This design comes from an exercise in tuning for small area on the open sky130 flow, not from production work.
In this exercise RTL edits were held to simulation tests only and were not proved equivalent to the original.

## fir16_top
module fir16_top (clk, reset, sample_in, y_out);
    input clk;
    input reset;
    input  signed [15:0] sample_in;
    output signed [35:0] y_out;
    reg [15:0] tap0;
    reg [15:0] tap1;
    reg [15:0] tap2;
    reg [15:0] tap3;
    reg [15:0] tap4;
    reg [15:0] tap5;
    reg [15:0] tap6;
    reg [15:0] tap7;
    reg [15:0] tap8;
    reg [15:0] tap9;
    reg [15:0] tap10;
    reg [15:0] tap11;
    reg [15:0] tap12;
    reg [15:0] tap13;
    reg [15:0] tap14;
    reg [15:0] tap15;
    reg [15:0] tap16;
    always @(posedge clk) begin
        if (reset) begin
            tap0 <= 16'h0000;
            tap1 <= 16'h0000;
            tap2 <= 16'h0000;
            tap3 <= 16'h0000;
            tap4 <= 16'h0000;
            tap5 <= 16'h0000;
            tap6 <= 16'h0000;
            tap7 <= 16'h0000;
            tap8 <= 16'h0000;
            tap9 <= 16'h0000;
            tap10 <= 16'h0000;
            tap11 <= 16'h0000;
            tap12 <= 16'h0000;
            tap13 <= 16'h0000;
            tap14 <= 16'h0000;
            tap15 <= 16'h0000;
            tap16 <= 16'h0000;
        end else begin
            tap0 <= sample_in;
            tap1 <= tap0;
            tap2 <= tap1;
            tap3 <= tap2;
            tap4 <= tap3;
            tap5 <= tap4;
            tap6 <= tap5;
            tap7 <= tap6;
            tap8 <= tap7;
            tap9 <= tap8;
            tap10 <= tap9;
            tap11 <= tap10;
            tap12 <= tap11;
            tap13 <= tap12;
            tap14 <= tap13;
            tap15 <= tap14;
            tap16 <= tap15;
        end
    end
    wire n1, n2, n3, n4, n5, n6, n7, n8, n9, n10, n11, n12, n13, n14, n15, n16;
    wire n17, n18, n19, n20, n21, n22, n23, n24, n25, n26, n27, n28, n29, n30, n31, n32;
    wire n33, n34, n35, n36, n37, n38, n39, n40, n41, n42, n43, n44, n45, n46, n47, n48;
    wire n49, n50, n51, n52, n53, n54, n55, n56, n57, n58, n59, n60, n61, n62, n63, n64;
  ...
Settings: LEC_CHECK=0, CAP_MARGIN=20, CORE_MARGIN=2, CORE_UTILIZATION=40, CTS_BUF_LIST=sky130_fd_sc_hd__clkbuf_8 sky130_fd_sc_hd__clkbuf_16, CTS_CLUSTER_DIAMETER=60, CTS_CLUSTER_SIZE=18, SLEW_MARGIN=20, SYNTH_HIERARCHICAL=1, SYNTH_MINIMUM_KEEP_SIZE=0; clock period 8.0 ns.
run.sh (not shown) runs the stock make flow with config.mk's settings and CLKGATE_MAP_FILE= SYNTH_SCRIPT=/design/flow/synth_recipe.tcl, a recipe that flattens the netlist after the stock synthesis.
Change:
--- a/flow/config.mk
+++ b/flow/config.mk
@@ -10,5 +10,3 @@
 export CORE_UTILIZATION = 40
-export CTS_BUF_LIST = sky130_fd_sc_hd__clkbuf_8 sky130_fd_sc_hd__clkbuf_16
-export CTS_CLUSTER_DIAMETER = 60
-export CTS_CLUSTER_SIZE = 18
+export CTS_BUF_LIST = sky130_fd_sc_hd__clkbuf_4
 export SLEW_MARGIN = 20
Via count came out higher by a few percent.
Global-route usage is higher by 0.56 points.
Worst setup slack gains 0.015 ns.
Wire length rises slightly.
Worst hold slack is worse by 0.0045 ns.
Change:
--- a/flow/config.mk
+++ b/flow/config.mk
@@ -10,3 +10,5 @@
 export CORE_UTILIZATION = 40
-export CTS_BUF_LIST = sky130_fd_sc_hd__clkbuf_4
+export CTS_BUF_LIST = sky130_fd_sc_hd__clkbuf_4 sky130_fd_sc_hd__clkbuf_8
+export CTS_CLUSTER_DIAMETER = 60
+export CTS_CLUSTER_SIZE = 12
 export SLEW_MARGIN = 20
Register-to-register slack stays flat.
Die area does not change.
Design area goes down slightly.
Sequential cell count is unchanged.
Core utilization goes down by 0.64 points.
Worst setup slack is worse by 0.0039 ns.
Change:
--- a/flow/config.mk
+++ b/flow/config.mk
@@ -10,5 +10,2 @@
 export CORE_UTILIZATION = 40
-export CTS_BUF_LIST = sky130_fd_sc_hd__clkbuf_4 sky130_fd_sc_hd__clkbuf_8
-export CTS_CLUSTER_DIAMETER = 60
-export CTS_CLUSTER_SIZE = 12
 export SLEW_MARGIN = 20
Effect: Final area rises by 1.9%. Sequential share of layout area falls by 0.50 points. Worst hold slack improves by 0.013 ns. Core utilization rises by 0.82 points. Cell count is about the same. Non-clock buffer count stays the same. Setup slack degrades by 0.0069 ns. Wire length rises by 0.81%.
Change:
--- a/flow/config.mk
+++ b/flow/config.mk
@@ -10,2 +10,3 @@
 export CORE_UTILIZATION = 40
+export CTS_BUF_LIST = sky130_fd_sc_hd__clkbuf_8
 export SLEW_MARGIN = 20
Result: The changed run passed the timing, design-rule and antenna checks; register-to-register slack barely changes; final area went up slightly; wire length climbs slightly; hold slack barely changes.
Change:
--- a/flow/config.mk
+++ b/flow/config.mk
@@ -11,2 +11,4 @@
 export CTS_BUF_LIST = sky130_fd_sc_hd__clkbuf_8
+export CTS_CLUSTER_DIAMETER = 80
+export CTS_CLUSTER_SIZE = 16
 export SLEW_MARGIN = 20
After rerunning:
- The new run finished clean
- routed wire length goes down by 1.4%
- non-clock buffer count does not change


Setup of run 1:
fir16_top, a different RTL version from the one above (not shown whole).
For scale: ~1,000 cells after synthesis, about 310 flip-flops, roughly 54 I/O pins.
==> flow/config.mk <==
export PLATFORM = sky130hd
export DESIGN_NAME = fir16_top
export DESIGN_NICKNAME = fir16_top
export VERILOG_FILES = /design/flow/design.v
export SDC_FILE = /design/flow/constraint.sdc
export NUM_CORES = 4
export LEC_CHECK = 0
export CAP_MARGIN = 20
export CORE_MARGIN = 2
export CORE_UTILIZATION = 70
export CTS_BUF_LIST = sky130_fd_sc_hd__clkbuf_4
export CTS_CLUSTER_DIAMETER = 60
export CTS_CLUSTER_SIZE = 10
export SLEW_MARGIN = 20
export SYNTH_HIERARCHICAL = 1
export SYNTH_MINIMUM_KEEP_SIZE = 0
==> flow/constraint.sdc <==
create_clock -name core_clock -period 8.0 [get_ports {clk}]
set_input_delay 1.6000 -clock core_clock [delete_from_list [all_inputs] [get_ports {clk}]]
set_output_delay 1.6000 -clock core_clock [all_outputs]
set_load 0.01 [all_outputs]
standard.sh (not shown) runs the stock make flow with config.mk's settings and CLKGATE_MAP_FILE= SYNTH_SCRIPT=/design/flow/synth_recipe.tcl, a recipe that flattens the netlist after the stock synthesis.
==> flow/flow/run.sh <==
#!/bin/bash
# Standard layout; only the port buffers are the smallest buffer cell.
set -euo pipefail
bash standard.sh 'BUFFER_PORTS_ARGS=-buffer_cell sky130_fd_sc_hd__buf_1' finish > standard_flow.log 2>&1
Run 1 reached the final stage; the timing, design-rule and antenna checks on its layout passed.
#### Input delta (run 2 over run 1)
Settings: a change of CORE_UTILIZATION from 70 to 60; a change of CTS_CLUSTER_SIZE from 10 to 16; a change of CTS_BUF_LIST from sky130_fd_sc_hd__clkbuf_4 to sky130_fd_sc_hd__clkbuf_8; a change of CTS_CLUSTER_DIAMETER from 60 to 80.
Notes after the runs:
- Post-layout utilization of the core (higher): run 1
- fa_2 as the critical-path cell with the highest stage delay was reported by run 2, and fa_1 by run 1.
- The via count reported for run 2 is lower than the one for run 1.
[inputs] run 3 vs run 2
Settings: an added ABC_AREA of 1; a change of CORE_UTILIZATION from 60 to 70; a change of CTS_CLUSTER_SIZE from 16 to 14.
Notes after the runs:
Per the comparison of run 3 with run 2, final critical path time including I/O delays and setup now sits lower, clock buffer count from CTS up 8.3%, XOR/XNOR share of the synthesized area roughly the same.
The following lists how run 4 was set up differently from run 3:
Settings: CTS_CLUSTER_SIZE: 14 -> 16.
Notes after the runs:
~same source-to-sink clock delay at the later pin of the worst-skew pair in run 3 and run 4. The run showing the smaller minimum clock period after layout is run 4. Against run 3, setup slack in run 4 came out better. Run 3 was larger in final cell area than run 4.

==> static timing again, ports no longer ideal <==
The results above use ideal ports. As a check the final layouts listed here were re-extracted and re-timed, cells and wires unchanged. Step 1: set_driving_cell puts a clkbuf_16 on clk and a buf_2 on each other input, an assumption about the parent block. Step 2, shift: input delay + t, output delay - t, t = (earliest + latest rising clock arrival at the registers) / 2. This alone moves slack from input paths to output paths. a / b / c = ideal / step 1 / step 2; a / b = the first two.
run | t (ns) | setup WS [ns] | worst hold slack (ns) | latest minus earliest clock arrival (ns)
the first run of note 1 | 0.645 | 0.275 / 0.218 / 0.571 | 0.425 / 0.425 / 0.425 | 0.027 / 0.028
the second run of note 1 | 0.836 | 0.290 / 0.239 / 0.584 | 0.420 / 0.420 / 0.420 | 0.052 / 0.052
the third run of note 1 | 0.615 | 0.286 / 0.235 / 0.579 | 0.424 / 0.424 / 0.424 | 0.033 / 0.033
the fourth run of note 1 | 0.601 | 0.279 / 0.223 / 0.563 | 0.437 / 0.437 / 0.437 | 0.018 / 0.018
the fifth run of note 1 | 0.682 | 0.288 / 0.236 / 0.569 | 0.436 / 0.436 / 0.436 | 0.030 / 0.030
the sixth run of note 1 | 0.667 | 0.317 / 0.264 / 0.564 | 0.435 / 0.435 / 0.435 | 0.018 / 0.018
run 1 | 0.706 | 0.198 / 0.198 / 0.198 | 0.350 / 0.350 / 0.350 | 0.028 / 0.027
run 2 | 0.612 | 0.189 / 0.189 / 0.189 | 0.348 / 0.348 / 0.348 | 0.032 / 0.032
run 3 | 0.617 | 0.210 / 0.210 / 0.210 | 0.344 / 0.344 / 0.344 | 0.034 / 0.034
run 4 | 0.605 | 0.224 / 0.224 / 0.224 | 0.332 / 0.332 / 0.332 | 0.030 / 0.031
After both steps setup and hold are still met in every run listed.
